Context: an optimization exercise on an open-source flow, tuned for small area and a short achievable clock period. The choices shown serve that exercise and are no tape-out recipe.
The RTL was checked by simulation tests, not by an equivalence proof against the original design.
Power and IR drop assume default switching activity.

==> yarrow <==
// gng_interp
module gng_interp (
    input clk,
    input rstn,
    input valid_in,
    input [63:0] data_in,
    output reg valid_out,
    output reg [15:0] data_out
);
wire [5:0] lzd_in;
gng_lzd u_gng_lzd (.data_in(data_in[63:3]), .data_out(lzd_in));
reg [7:0] h0, l0, h0c, l0c;
reg [3:0] o0, o0c;
reg [14:0] x0;
reg s0, v0;
always @ (posedge clk) begin
    h0 <= rstn ? (8'd1 << lzd_in[5:3]) : 8'd1;
    l0 <= rstn ? (8'd1 << lzd_in[2:0]) : 8'd1;
    o0 <= rstn ? (4'd1 << {data_in[1], data_in[2]}) : 4'd1;
    h0c <= 8'd1 << lzd_in[5:3];
    l0c <= 8'd1 << lzd_in[2:0];
    o0c <= 4'd1 << {data_in[1], data_in[2]};
    x0 <= {data_in[3], data_in[4], data_in[5], data_in[6], data_in[7],
           data_in[8], data_in[9], data_in[10], data_in[11], data_in[12],
           data_in[13], data_in[14], data_in[15], data_in[16], data_in[17]};
    s0 <= data_in[0];
    v0 <= rstn & valid_in;
end
wire [16:0] c2_0, k1_0;
gng_coef_c2 u_gng_coef_c2 (.h(h0c), .l(l0c), .o(o0c), .c2(c2_0));
gng_coef_k1 u_gng_coef_k1 (.h(h0), .l(l0), .o(o0), .k1(k1_0));
reg [7:0] h1, l1;
reg [3:0] o1;
wire [14:0] clr0 = {h1[7] & l1[4], h1[7] & l1[3], h1[7] & l1[2], h1[7] & l1[1], h1[7] & l1[0],
  ...
export LEC_CHECK = 0
export ABC_AREA = 1
export CAP_MARGIN = 20
export CORE_MARGIN = 2
export CORE_UTILIZATION = 45
export CTS_CLUSTER_DIAMETER = 100
export CTS_CLUSTER_SIZE = 30
export SETUP_SLACK_MARGIN = 5
export SLEW_MARGIN = 20
export SYNTH_MEMORY_MAX_BITS = 16384
create_clock -name core_clock -period 8.0 [get_ports {clk}]
run.sh (not shown) runs the stock make flow with config.mk's settings and CLKGATE_MAP_FILE= SYNTH_SCRIPT=/design/flow/synth_recipe.tcl, a recipe that flattens the netlist after the stock synthesis.
==> umber (differences from yarrow) <==
==> flow/flow/run.sh (new file) <==
#!/bin/bash
set -euo pipefail
MARGIN=$(cat flow/margin.txt)
sed -E "s/SETUP_SLACK_MARGIN=[-0-9.]+/SETUP_SLACK_MARGIN=${MARGIN}/" standard.sh > standard_margin.sh
grep -q "SETUP_SLACK_MARGIN=${MARGIN} " standard_margin.sh
bash standard_margin.sh > flow_make.log 2>&1
==> flow/flow/margin.txt (new file) <==
5.45
==> flow/standard.sh (new file) <==
#!/bin/bash
# synth_recipe.tcl (not shown) runs the flow's synth.tcl, then flattens the netlist and writes it again
# the make line also repeats each setting of config.mk as NAME=value (left out here)
make -C /OpenROAD-flow-scripts/flow DESIGN_CONFIG=/design/flow/config.mk WORK_HOME=/design/flow/orfs CLKGATE_MAP_FILE= SYNTH_SCRIPT=/design/flow/synth_recipe.tcl "${@:-finish}"
--- a/flow/config.mk
+++ b/flow/config.mk
@@ -9,8 +9,6 @@
 export CAP_MARGIN = 20
 export CORE_MARGIN = 2
 export CORE_UTILIZATION = 45
-export CTS_CLUSTER_DIAMETER = 100
-export CTS_CLUSTER_SIZE = 30
 export SETUP_SLACK_MARGIN = 5
 export SLEW_MARGIN = 20
 export SYNTH_MEMORY_MAX_BITS = 16384
removed: flow/run.sh
==> quartz (differences from yarrow) <==
--- a/flow/config.mk
+++ b/flow/config.mk
@@ -8,9 +8,7 @@
 export ABC_AREA = 1
 export CAP_MARGIN = 20
 export CORE_MARGIN = 2
-export CORE_UTILIZATION = 45
-export CTS_CLUSTER_DIAMETER = 100
-export CTS_CLUSTER_SIZE = 30
+export CORE_UTILIZATION = 50
 export SETUP_SLACK_MARGIN = 5
 export SLEW_MARGIN = 20
 export SYNTH_MEMORY_MAX_BITS = 16384
==> comparison <==
quartz ran to the end with no violations. umber went through all stages and came out clean. yarrow passed the timing, DRC and antenna checks. Final area: umber > quartz > yarrow. Fmax, highest first: umber, quartz, yarrow. Combinational power: yarrow < quartz < umber. Synthesized area is the same in yarrow and umber. Worst setup slack: yarrow < quartz < umber. Synthesized cell count is the same in quartz and umber. The lowest via count belongs to yarrow, the highest to umber.
==> figures <==
| metric | yarrow | umber | quartz |
|---|---|---|---|
| N_taps | 969 | 969 | 864 |
| Fraction of area in multi-input gates | 56.19% | 53.16% | 54.88% |
| Core occupancy in the finished layout | 48.20% | 54.73% | 55.40% |
| Max-slew headroom | 22.37% | 39.71% | 25.29% |
| Slowest cell on the critical path | a21oi_1 | fa_2 | dfxtp_1 |
| Depth of the critical timing path with buffers and inverters included | 8 | 10 | 10 |
| Y dimension of the die | 276.7 µm | 276.7 µm | 262.7 µm |
| Post-route cell area | 35700 µm² | 40540 µm² | 36560 µm² |
| Placed Cells incl. Taps | 5273 | 5278 | 5168 |
| Status | timing/DRC/antenna clean | timing/DRC/antenna clean | timing/DRC/antenna clean |
| CTS clk-pin slew, worst paths | 0.12 ns | 0.08 ns | 0.07 ns |
| Clock period minus worst slack | 3.106 ns | 2.742 ns | 3.039 ns |
| Core Rows | 100 | 100 | 94 |
| Post-place instance area | 34790 µm² | 34930 µm² | 34660 µm² |
| Period utilisation layout | 38.83% | 34.28% | 37.99% |
| Total power density per cell area | 348.2 nW/µm² | 377.4 nW/µm² | 381.5 nW/µm² |

---

==> inputs of run K <==
Starting RTL as in the previous note.
export LEC_CHECK = 0
export ABC_AREA = 1
export CAP_MARGIN = 20
export CORE_MARGIN = 2
export CORE_UTILIZATION = 45
export SETUP_SLACK_MARGIN = 5
export SLEW_MARGIN = 20
export SYNTH_MEMORY_MAX_BITS = 16384
create_clock -name core_clock -period 8.0 [get_ports {clk}]
Stock flow here: none of the scripts above is used.
==> inputs of run B, as changes to run K <==
--- a/flow/config.mk
+++ b/flow/config.mk
@@ -10,4 +10,5 @@
 export CORE_MARGIN = 2
 export CORE_UTILIZATION = 45
+export CTS_BUF_LIST = sky130_fd_sc_hd__clkbuf_8
 export SETUP_SLACK_MARGIN = 5
 export SLEW_MARGIN = 20
==> inputs of run C, as changes to run K <==
==> flow/flow/run.sh (new file) <==
#!/bin/bash
set -euo pipefail
MARGIN=$(cat flow/margin.txt)
sed -E "s/SETUP_SLACK_MARGIN=[-0-9.]+/SETUP_SLACK_MARGIN=${MARGIN}/" standard.sh > standard_margin.sh
grep -q "SETUP_SLACK_MARGIN=${MARGIN} " standard_margin.sh
bash standard_margin.sh > flow_make.log 2>&1
==> flow/flow/margin.txt (new file) <==
5.3
==> flow/standard.sh (new file) <==
#!/bin/bash
# synth_recipe.tcl (not shown) runs the flow's synth.tcl, then flattens the netlist and writes it again
# the make line also repeats each setting of config.mk as NAME=value (left out here)
make -C /OpenROAD-flow-scripts/flow DESIGN_CONFIG=/design/flow/config.mk WORK_HOME=/design/flow/orfs CLKGATE_MAP_FILE= SYNTH_SCRIPT=/design/flow/synth_recipe.tcl "${@:-finish}"
removed: flow/run.sh
==> summary of the runs <==
- Between run K and run C, the lower first-iteration DRC count is in run C (gap 4.6%, measured against run C).
- The highest worst setup slack belongs to run C, the lowest to run B.
- Critical path depth: run C is lower than run B (4).
- Against run C, the non-clock buffer count of run K is lower by 24.
- In sequential power, run B and run C hardly differ.
- Global-route usage: run C is lower than run B (3.1 points).
- Between run B and run K, the lower register-to-register slack is in run B (gap 0.05 ns).
- Wire length: run C < run B < run K.
- Clock-buffer cell count: run K < run C < run B.
- The lowest cell count belongs to run K, the highest to run B.
- In synthesized cell count, run K and run B do not differ.

==> re-timing with driven ports <==
In the flow no input, the clock included, has a driving cell. The finished layouts below were timed again as built, in two steps.
Step 1: set_driving_cell puts a clkbuf_16 on clk and a buf_2 on each other input, an assumption about the parent block.
Step 2 times the ports against the registers' clock, not the clock port: input delays grow and output delays shrink by t, the midpoint of the rising clock arrivals with the driver on.
a / b / c = no drivers / after step 1 / after step 2; a / b = the first two.
run	t, ns	setup slack, ns	hold slack, ns	clock arrival spread, ns
yarrow	0.686	4.894 / 4.894 / 4.613	0.332 / 0.332 / 0.332	0.044 / 0.044
umber	0.702	5.258 / 5.238 / 4.825	0.281 / 0.281 / 0.281	0.073 / 0.072
quartz	0.676	4.961 / 4.954 / 4.546	0.321 / 0.321 / 0.321	0.057 / 0.057
run K	0.664	4.955 / 4.955 / 4.550	0.323 / 0.323 / 0.323	0.034 / 0.034
run B	0.756	4.909 / 4.909 / 4.545	0.317 / 0.317 / 0.317	0.083 / 0.083
run C	0.674	5.233 / 5.233 / 4.712	0.314 / 0.314 / 0.314	0.035 / 0.035
After both steps setup and hold are still met in every run listed. The setup slack of run C, which loses most, moves by 0.000 ns with the drivers and by -0.521 ns with both steps.
